This is an optimization exercise on Yosys and OpenROAD, whose aim is small area, not a production implementation. Function was checked by simulation only, so behaviour that the tests miss may differ from the original. Power figures rest on the tool's default switching activity, not on a simulated workload.

==> run a <==
Design platformer_top, start of the top module:
module platformer_top (
    input        CLOCK_50,
    input  [3:0] KEY,
    input  [9:0] SW,
    output [9:0] LEDR,
    output [6:0] HEX0,
    output [6:0] HEX1,
    output [6:0] HEX2,
    output [6:0] HEX3,
    output       VGA_BLANK_N,
    output [7:0] VGA_R,
    output [7:0] VGA_G,
    output [7:0] VGA_B,
    output       VGA_CLK,
    output       VGA_HS,
    output       VGA_VS,
    output       VGA_SYNC_N
);
==> flow/config.mk <==
export PLATFORM = sky130hd
export DESIGN_NAME = platformer_top
export DESIGN_NICKNAME = platformer_top
export VERILOG_FILES = /design/flow/design.v
export SDC_FILE = /design/flow/constraint.sdc
export NUM_CORES = 4
export LEC_CHECK = 0
export CAP_MARGIN = 20
export CORE_MARGIN = 2
export CORE_UTILIZATION = 40
export GPL_TIMING_DRIVEN = 0
export SLEW_MARGIN = 20
==> flow/constraint.sdc <==
create_clock -name core_clock -period 20.0 [get_ports {CLOCK_50}]
set_input_delay 4.0000 -clock core_clock [delete_from_list [all_inputs] [get_ports {CLOCK_50}]]
set_output_delay 4.0000 -clock core_clock [all_outputs]
set_load 0.01 [all_outputs]
standard.sh (not shown) runs the stock make flow with config.mk's settings and CLKGATE_MAP_FILE= SYNTH_SCRIPT=/design/flow/synth_recipe.tcl, a recipe that flattens the netlist after the stock synthesis.
==> flow/flow/run.sh <==
#!/bin/bash
# Own flow: the standard layout, except that synthesis maps the logic
# for area (see synth.tcl) and the port buffers are the smallest buffers.  Each tool's output goes
# to a log file of its own in this folder.
set -euo pipefail
WORK=$(pwd)
export OWN_ABC_SCRIPT="$WORK/flow/abc_area.script"

# synthesis: the standard synthesis script with the ABC script swapped
make -C "$FLOW_HOME" DESIGN_CONFIG="$WORK/config.mk" WORK_HOME="$WORK/orfs" \
    CLKGATE_MAP_FILE= SYNTH_SCRIPT="$WORK/flow/synth.tcl" synth > "$WORK/own_synth.log" 2>&1

# floorplan to the final layout: the standard flow, which reuses the
# synthesised netlist above.  Every input and output port still gets a
# buffer, but the smallest buffer cell rather than the default choice.
# Clock tree: the standard flow's options (sink clustering, repair of the clock nets),
# with 8x clock buffers and without the dummy loads CTS would add to
# balance the leaf nets.
export CTS_ARGS="-repair_clock_nets -dont_use_dummy_load -buf_list sky130_fd_sc_hd__clkbuf_8"
bash "$WORK/standard.sh" "BUFFER_PORTS_ARGS=-buffer_cell sky130_fd_sc_hd__buf_1" finish \
    > "$WORK/standard_finish.log" 2>&1
==> flow/flow/abc_area.script <==
&get -n
&st
&dc2
&dch -f
&nf -R 1000
&st
&dc2
&dch -f
&nf -R 1000
&st
&dc2
&dch -f
&nf -R 1000
&st
&dc2
&dch -f
&nf -R 1000
&st
&dc2
&dch -f
&nf -R 1000
&put
==> flow/flow/synth.tcl <==
# The standard synthesis (synth_recipe.tcl), with two changes to how the
# combinational logic is mapped:
#  - extract_fa extracts full adders only, not half adders: half-adder
#    extraction also grabs XOR/AND pairs out of decoders and comparisons,
#    which ABC then cannot optimise;
#  - ABC maps with the area-oriented script in flow/abc_area.script instead
#    of ORFS's speed script (which also buffers and upsizes for timing).
# Everything before, and so every register, its name and its cell, is the
# standard synthesis's.
proc synth {args} { yosys synth -nofsm -noshare {*}$args }
proc abc {args} {
  set i [lsearch $args -script]
  if {$i >= 0} {
    set args [lreplace $args [expr {$i + 1}] [expr {$i + 1}] $::env(OWN_ABC_SCRIPT)]
  }
  yosys abc {*}$args
}
proc extract_fa {args} { yosys extract_fa -fa {*}$args }
source $::env(SCRIPTS_DIR)/synth.tcl
# left out here: clear keep_hierarchy, flatten, clean up, hide names made inside functions, write 1_2_yosys.v
==> run b (differences from run a) <==
--- a/flow/flow/run.sh
+++ b/flow/flow/run.sh
@@ -16,6 +16,6 @@
 # Clock tree: the standard flow's options (sink clustering, repair of the clock nets),
 # with 8x clock buffers and without the dummy loads CTS would add to
 # balance the leaf nets.
-export CTS_ARGS="-repair_clock_nets -dont_use_dummy_load -buf_list sky130_fd_sc_hd__clkbuf_8"
+export CTS_ARGS="-sink_clustering_enable -repair_clock_nets -dont_use_dummy_load -buf_list sky130_fd_sc_hd__clkbuf_8 -sink_clustering_size 30 -sink_clustering_max_diameter 100"
 bash "$WORK/standard.sh" "BUFFER_PORTS_ARGS=-buffer_cell sky130_fd_sc_hd__buf_1" finish \
     > "$WORK/standard_finish.log" 2>&1
==> run c (differences from run a) <==
--- a/flow/flow/run.sh
+++ b/flow/flow/run.sh
@@ -13,9 +13,5 @@
 # floorplan to the final layout: the standard flow, which reuses the
 # synthesised netlist above.  Every input and output port still gets a
 # buffer, but the smallest buffer cell rather than the default choice.
-# Clock tree: the standard flow's options (sink clustering, repair of the clock nets),
-# with 8x clock buffers and without the dummy loads CTS would add to
-# balance the leaf nets.
-export CTS_ARGS="-repair_clock_nets -dont_use_dummy_load -buf_list sky130_fd_sc_hd__clkbuf_8"
 bash "$WORK/standard.sh" "BUFFER_PORTS_ARGS=-buffer_cell sky130_fd_sc_hd__buf_1" finish \
     > "$WORK/standard_finish.log" 2>&1
- CTS_BUF_LIST: unset -> sky130_fd_sc_hd__clkbuf_8
- CTS_CLUSTER_DIAMETER: unset -> 200
- CTS_CLUSTER_SIZE: unset -> 40
- GPL_TIMING_DRIVEN: 0 -> unset
==> results.rst <==
.. list-table::
   :header-rows: 1

   * - Metric
     - Value
   * - Largest vdd supply drop
     - 0.03433 mV
   * - Worst hold endpoint
     - tick_lfsr[8]
   * - DP Wirelength
     - 27940 um
   * - Result of the run
     - finished clean
   * - Clock latency on the worst-skew pair
     - 470 ps
   * - Final cell area excluding filler cells
     - 0.01256 sq mm
   * - Sw power
     - 0.1008 mW
   * - Maximum achievable frequency
     - 61.38 MHz
   * - Setup slack of the worst register-to-register path
     - 10590 ps
   * - Switching share of power
     - 22.96%
   * - Non-Clock Buffer Count
     - 82
That was run b.
==> results.rst <==
.. list-table::
   :header-rows: 1

   * - Metric
     - Value
   * - Final cell area excluding filler cells
     - 0.01275 sq mm
   * - Maximum achievable frequency
     - 61.37 MHz
   * - Worst hold endpoint
     - tick_lfsr[5]
   * - Non-Clock Buffer Count
     - 87
   * - Result of the run
     - finished clean
   * - Largest vdd supply drop
     - 0.03220 mV
   * - Clock latency on the worst-skew pair
     - 490 ps
That was run c.
==> results.rst <==
.. list-table::
   :header-rows: 1

   * - Metric
     - Value
   * - Setup slack of the worst register-to-register path
     - 10590 ps
   * - Maximum achievable frequency
     - 61.38 MHz
   * - Non-Clock Buffer Count
     - 82
   * - Final cell area excluding filler cells
     - 0.01256 sq mm
   * - Sw power
     - 0.1008 mW
   * - Clock latency on the worst-skew pair
     - 470 ps
   * - DP Wirelength
     - 27940 um
   * - Switching share of power
     - 22.96%
   * - Worst hold endpoint
     - tick_lfsr[8]
   * - Result of the run
     - finished clean
That was run a.

-- static timing again, ports no longer ideal --
Ports are ideal in the flow. The routed layouts listed here were re-timed in OpenROAD.
Step 1 (the two cells are an assumption about what drives the block):
set clk [get_ports {CLOCK_50}]
set_driving_cell -lib_cell sky130_fd_sc_hd__clkbuf_16 $clk
set_driving_cell -lib_cell sky130_fd_sc_hd__buf_2 [delete_from_list [all_inputs] $clk]
Step 2 also shifts input and output timing later by t, the mid clock arrival at the registers, as if the neighbouring blocks saw the same clock.
Three values: no drivers, after step 1, after step 2; two values: the first two.
run | t, ns | slack for setup (ns) | clock arrival spread, ns | slew at the worst register clock pin (ns)
run a | 0.497 | 3.708 / 3.662 / 4.159 | 0.049 / 0.048 | 0.10 / 0.10
run b | 0.497 | 3.708 / 3.662 / 4.159 | 0.049 / 0.048 | 0.10 / 0.10
run c | 0.524 | 3.707 / 3.662 / 4.185 | 0.019 / 0.019 | 0.10 / 0.10
After both steps every run listed still meets setup and hold.
